Source: an optimization exercise on an open RTL-to-GDS flow (aim: small area, a short achievable clock period and few clock cycles). Production flows keep margins and buffers that such runs may drop.
For this run, only the layout was checked, not whether the RTL still works.
Power is estimated from default activity; no workload was simulated.

--- flow/run.sh ---
#!/bin/bash
# synth_recipe.tcl (not shown) runs the flow's synth.tcl, then flattens the netlist and writes it again
# the make line also repeats each setting of config.mk as NAME=value (left out here)
make -C /OpenROAD-flow-scripts/flow DESIGN_CONFIG=/design/flow/config.mk WORK_HOME=/design/flow/orfs CLKGATE_MAP_FILE= SYNTH_SCRIPT=/design/flow/synth_recipe.tcl finish
--- flow/config.mk ---
export PLATFORM = sky130hd
export DESIGN_NAME = JAM
export DESIGN_NICKNAME = JAM
export VERILOG_FILES = /design/flow/design.v
export SDC_FILE = /design/flow/constraint.sdc
export NUM_CORES = 4
export LEC_CHECK = 0
export CAP_MARGIN = 20
export CORE_MARGIN = 2
export CORE_UTILIZATION = 40
export SLEW_MARGIN = 20
--- flow/constraint.sdc ---
create_clock -name core_clock -period 5.0 [get_ports {CLK}]
set_input_delay 1.0000 -clock core_clock [delete_from_list [all_inputs] [get_ports {CLK}]]
set_output_delay 1.0000 -clock core_clock [all_outputs]
set_load 0.01 [all_outputs]
--- flow/design.v ---
module JAM (
input CLK,
input RST,
output reg [2:0] W,
output reg [2:0] J,
input [6:0] Cost,
output reg [3:0] MatchCount,
output reg [9:0] MinCost,
output reg Valid );
localparam PASS1 = 3'd0, PASS2 = 3'd1, INIT = 3'd2, SEARCH = 3'd3, FIX = 3'd4, DONE = 3'd5;
reg [2:0] ph;
reg [6:0] v [0:7];      
reg [6:0] u [0:7];      
reg [2:0] arg [0:7];    
reg [7:0] big [0:7];    
reg [9:0] S0;           
reg [6:0] m;            
reg [2:0] am;           
reg [7:0] used;         
reg signed [11:0] R;    
reg [9:0] S [0:6];      
reg [2:0] a [0:6];      
reg [2:0] nxj [0:6];    
reg [6:0] hn;           
integer k;
wire [2:0] d = W;
wire [2:0] j = J;
wire [2:0] dn = d + 3'd1;
wire [6:0] vj = v[j];
wire       c_lt_v = Cost < vj;
wire [6:0] vmin = c_lt_v ? Cost : vj;
wire [6:0] t = Cost - vj;
wire       t_lt_m = (j == 3'd0) || (t < m);
wire [6:0] mnew = t_lt_m ? t : m;
wire [2:0] amnew = t_lt_m ? j : am;
wire signed [11:0] ts = {5'd0, t};
wire       prune = ts > R;
wire       better = ts < R;
wire       leaf = (d == 3'd7);
wire [2:0] argd = arg[d];
wire [6:0] ud = u[d];
wire [6:0] un = u[dn];
wire       is_top = (j == argd);
wire       skipok = R < 12'sd32;
reg [7:0] gt;
always @(*) begin
	for (k = 0; k < 8; k = k + 1) gt[k] = is_top | (k > j);
end
wire [7:0] cand = ~used & ~(8'd1 << argd) & gt & ~(big[d] & {8{skipok}});
wire       has_nx = |cand;
reg  [2:0] nx;
always @(*) begin
	nx = 3'd0;
	for (k = 7; k >= 0; k = k - 1) if (cand[k]) nx = k;
end
wire [7:0] used2 = used | (8'd1 << j);
wire [2:0] argn = arg[dn];
wire signed [11:0] rn = R + $signed({5'd0, un}) - $signed({5'd0, ud});
wire       skipok2 = rn < 12'sd32;
wire [7:0] cand2 = ~used2 & ~(big[dn] & {8{skipok2}});
reg  [2:0] fu;
always @(*) begin
	fu = 3'd0;
	for (k = 7; k >= 0; k = k - 1) if (cand2[k]) fu = k;
end
wire       argn_free = !used2[argn];
wire       dead = !argn_free && (cand2 == 8'd0);    
wire [2:0] jdesc = argn_free ? argn : fu;
reg       bt_ok;
reg [2:0] bt_d;
always @(*) begin
	bt_ok = 1'b0;
	bt_d = 3'd0;
	for (k = 0; k < 7; k = k + 1)
		if (hn[k] && k < d) begin
			bt_ok = 1'b1;
			bt_d = k;
		end
end
reg [7:0] used_bt;
always @(*) begin
	used_bt = 8'd0;
	for (k = 0; k < 7; k = k + 1)
		if (k < bt_d) used_bt = used_bt | (8'd1 << a[k]);
end
wire descend = !leaf && !prune && !dead;
wire sibling = !leaf && !(is_top && prune) && has_nx;
always @(posedge CLK or posedge RST) begin
	if (RST) begin
		ph <= PASS1;
		W <= 3'd0;
		J <= 3'd0;
		Valid <= 1'b0;
		MinCost <= 10'h3ff;
		MatchCount <= 4'd0;
		S0 <= 10'd0;
	end else begin
		case (ph)
		PASS1: begin
			{W, J} <= {W, J} + 6'd1;
			if (d == 3'd7) S0 <= S0 + {3'd0, vmin};
			if (d == 3'd7 && j == 3'd7) ph <= PASS2;
		end
		PASS2: begin
			{W, J} <= {W, J} + 6'd1;
			if (j == 3'd7 && d != 3'd0) S0 <= S0 + {3'd0, mnew};
			if (d == 3'd7 && j == 3'd7) ph <= INIT;
		end
		INIT: begin
			W <= 3'd0;
			J <= arg[0];
			ph <= SEARCH;
		end
		SEARCH: begin
			if (leaf) begin
				if (better) begin
					MinCost <= MinCost - R[9:0] + {3'd0, t};
					MatchCount <= 4'd1;
				end else if (!prune)
					MatchCount <= MatchCount + 4'd1;
			end
			if (descend) begin
				W <= dn;
				J <= jdesc;
			end else if (sibling)
				J <= nx;
			else if (bt_ok) begin
				W <= bt_d;
				J <= nxj[bt_d];
				if (leaf && better) ph <= FIX;
			end else begin
				ph <= DONE;
				Valid <= 1'b1;
			end
		end
		FIX: ph <= SEARCH;
		default: ;
		endcase
	end
end
always @(posedge CLK) begin
	if (ph == PASS1) begin
		if (d == 3'd0) v[j] <= Cost;
		else v[j] <= vmin;
	end
	if (ph == PASS2) begin
		m <= mnew;
		am <= amnew;
		big[d][j] <= (t[6:5] != 2'd0);
		if (j == 3'd7) begin
			u[d] <= mnew;
			arg[d] <= amnew;
		end
	end
	if (ph == INIT) begin
		R <= $signed({2'd0, MinCost}) - $signed({2'd0, S0});
		used <= 8'd0;
	end
	if (ph == FIX)
		R <= $signed({2'd0, MinCost}) - $signed({2'd0, S[d]});
	if (ph == SEARCH) begin
		if (descend) begin
			a[d] <= j;
			nxj[d] <= nx;
			hn[d] <= has_nx;
			S[d] <= MinCost - R[9:0];
			used <= used2;
			R <= R - ts + $signed({5'd0, un});
		end else if (!sibling) begin
			used <= used_bt;
			R <= $signed({2'd0, MinCost}) - $signed({2'd0, S[bt_d]});
		end
	end
end
endmodule
==> impl_results.md <==
- Worst EP required: 5.47 ns
- Total Routing Usage GR: about a quarter
- Final setup fails: 153
- Post-Synthesis Cell Area: 22900 um2
- Violated Checks: negative setup slack
- FP Rows: 87
- Clk Latency, worst-skew pair: 0.60 ns
- Cts hold-fix bufs: 0
- Average cell area after synthesis: 11.0 um2
- Core region area: between 50000 and 60000 um2
- Vias in the first global route: around 19000
- CTS Buf Count: 43
- Vias per cell: 5.99
- Final Power: just over 7 mW
- Clock sinks: 380
- Syn. warnings: 1
- Startpoint Class: flop
- Fin area: 29000 um2
- CTS H-tree lvls: 2
- Reg2Reg Depth: 25
- Post-Layout Cell Count: roughly 3200
- Largest net degree at the start of global routing: 39
- Hold Path Depth: 1
- Post-synth net total: ~2200
- Die Width: 243 um
- IO buf count: 29
- Final Cycle Share: 111%
- Async SR Flop Fraction: about 8.9%
- Synth unique cells: 97
- Worst-Margin Slew: between 0.9 and 1 ns
- DIE AREA: 59200 um2
- Fraction of layout cells with a size suffix above 1: ~27%
- Placer Congestion: 0.912
- Fmax: 180 MHz
- Antenna fix cells: 0
- Hold Vio Cnt, Final: 0
- Reg area: around 11000 um2
- Worst setup EP type: flop
- Root buf cell: clkbuf_16
- Pre-antenna DRT Iters: 7
- Clk_skew: approximately 0.037 ns
- Global-route wire length before repair: 116000 um
- Slew margin rel.: 34.8%
- Post-Place Cells: roughly 3100
- Layout area overhead: 26.9%
- Drc violations: 0
- Crit path max fanout: 8
- Vias: 19200
- RR Startpoint: W[0]
- WL/cell: 24.3 um
- RR Endpoint: J[1]
- Max Cap Violations: 0
- Final worst slack: -0.556 ns
- Setup slack, reg-to-reg: -0.56 ns
- Part of the Yosys area used for sequential elements: between 40% and 50%
- Bufs on Longest Clock Path: 3
- Post-Syn Instances: about 2100
- Pwr Density: between 200 and 250 nW/um2
- CTS tree: yes
- Fin nets: ~2500
- DP Wirelength: 56300 um
- HP Start: S0[9]
- Path type of the worst setup path: flop to flop
- VDD IR max: 0.252 mV
- Pins over their slew limit: 0
- Reg clk slew, reported paths: approximately 0.07 ns
- Hold Path End: S0[9]
- Routed WL: 77800 um
- Static leakage: 10.7 nW
- DIE HEIGHT: 243 um
- Status: complete, but fails checks
- Final antenna-violating net count: 0
- Initial antenna violation count: 3
- Crit path time final: 5.56 ns
- Setup Total Neg Slack: -65.32 ns
- Total grt overflow: 0
- Io pins: 30
- RSZ-0062 raised after global routing: yes
- Post-synth EDFFs: roughly 330
- Synth Flop Type: edfxtp_1
- Hold crit path type: flop to flop
- DP Area: roughly 26000 um2
- Starting DRT DRC Count: 1967
- Area of the multi-input gates: 11800 um2
- # fillers: 4890
- Initial Util: 40.5%
- #FFs+latches synth: 380
- Worst path arrival time: 6.03 ns
[worst max-delay path by stage]
stage,start,endpoint,slack (ns)
3_5_place_dp,Cost[0],S0[8],-0.73
5_1_grt,J[0],S0[8],-0.79
3_3_place_gp,Cost[0],S0[6],-0.60
6_report,W[0],J[1],-0.56
2_1_floorplan,W[1],S[3][0],-0.91
4_1_cts,J[0],S0[8],-0.51
[metal layers]
layer	vias to the layer above	GRT usage, %	wire (um)
met1	9485	35.8	33100
met5	-	0	10
met4	2	8.70	2450
met3	160	4.38	6430
met2	945	41.3	35800
li1	8561	-	-
[repair_timing]
item | CTS | global route
buffers inserted | 37 | 14
cloned | 5 | 1
endpoints found under the setup margin | 155 | 193
pin swaps | 46 | 42
endpoints found under the hold margin | 0 | 0
gates resized for setup | 112 | 61
[power breakdown]
group	switching, mW	leakage [nW]	internal (mW)
combinational	0.196	6.83	0.165
sequential	0	3.17	3.43
clock	1.37	0.703	1.91
[state kept, by name, summed over array words and instances, names as in the netlist, 7 cells and up]
signal	flops
R	12
a	18
m	7
S0	10
S	70
used	8
u	56
MinCost	10
hn	7
v	56
big	64
nxj	21
arg	24
[cells in the final DEF (no fill, tap or decap), drive strengths merged, types with 21 or more instances in the layout]
master           n
xor2            21
nor3            30
inv            116
a221oi          58
clkdlybuf4s50   29
a21o            26
a22oi           29
ha             108
nor2b           36
nand2          169
nand3           29
mux2i           78
buf            345
xnor2           26
a21oi          113
mux4            48
nor2           242
mux2            21
o22ai           36
dfrtp           24
clkbuf          53
nand2b          22
o21ai          111
o21a            25
edfxtp         326
[cells in the mapped netlist (all sizes together) (25+ instances only)]
| master | number | area, um2 |
|---|---|---|
| o21ai | 111 | 567 |
| mux2i | 78 | 793 |
| nor2 | 242 | 911 |
| a21o | 26 | 195 |
| a22oi | 29 | 218 |
| xnor2 | 26 | 228 |
| edfxtp | 326 | 9790 |
| o22ai | 36 | 225 |
| inv | 115 | 432 |
| nor2b | 36 | 225 |
| a221oi | 58 | 514 |
| a21oi | 113 | 566 |
| buf | 36 | 214 |
| ha | 108 | 1350 |
| nand3 | 29 | 150 |
| nor3 | 30 | 150 |
| o21a | 25 | 188 |
| nand2 | 168 | 633 |
| mux4 | 48 | 1080 |
| clkbuf | 62 | 234 |
[kinds of logic after synthesis]
logic type                 synth area share, %
and+or+nand+nor                           12.0
buffers and inverters                     3.86
xor gates and xnor gates                  1.80
adders and majority gates                 7.65
muxes                                     9.24
AOI/OAI and AO/OA                         17.2
DFF                                       48.3
[final cells by class]
cell class | count | share of cell area, %
Timing Repair Buffer | 378 | 11.4
Clock inverter | 30 | 1.07
Multi-Input combinational cell | 1489 | 40.7
Clock buffer | 49 | 3.92
Inverter | 116 | 1.55
Sequential cell | 380 | 38.1
Tap cell | 756 | 3.26
[stage by stage]
step	hold slack [ns]	worst slack (ns)	util, %
6_report	0.469	-0.556	51.4
5_1_grt	0.507	-0.786	51.4
4_1_cts	0.474	-0.512	50.8
3_5_place_dp	0.466	-0.732	46.7
3_3_place_gp	0.468	-0.598	46.7
2_1_floorplan	0.445	-0.907	-
[critical path, cell delays in order, from the launching register on]
cell       delay [ns]
dfrtp_4          0.43
inv_4            0.04
ha_4             0.32
buf_12           0.13
mux4_2           0.48
mux2i_1          0.19
buf_4            0.16
fa_1             0.43
inv_2            0.08
ha_4             0.19
o21a_1           0.21
o2bb2ai_4        0.27
buf_6            0.16
nor3_2           0.04
or4_4            0.52
a41oi_4          0.24
buf_12           0.18
o21ai_4          0.08
nand4_1          0.15
buf_4            0.15
o41ai_4          0.08
buf_4            0.17
a41oi_4          0.32
buf_4            0.18
o2111ai_2        0.09
o21a_1           0.13

## re-timing with driven ports
No port has a modelled driver above. Below, the same layout with a new extraction and two added sets of constraints.
Step 1 assumes that a clkbuf_16 drives the clock port and a buf_2 every other input.
Step 2, shift: input delay + t, output delay - t, t = (earliest + latest rising clock arrival at the registers) / 2. This alone moves slack from input paths to output paths.
Three values: ideal ports, drivers, drivers and shift; two values: the first two.
t, ns: 0.639
setup slack, ns: -0.556 / -0.556 / -0.672
hold slack, ns: 0.469 / 0.469 / 0.469
clock arrival spread, ns: 0.038 / 0.038
The setup slack of this run moves by 0.000 ns with the drivers and by -0.116 ns with both steps.
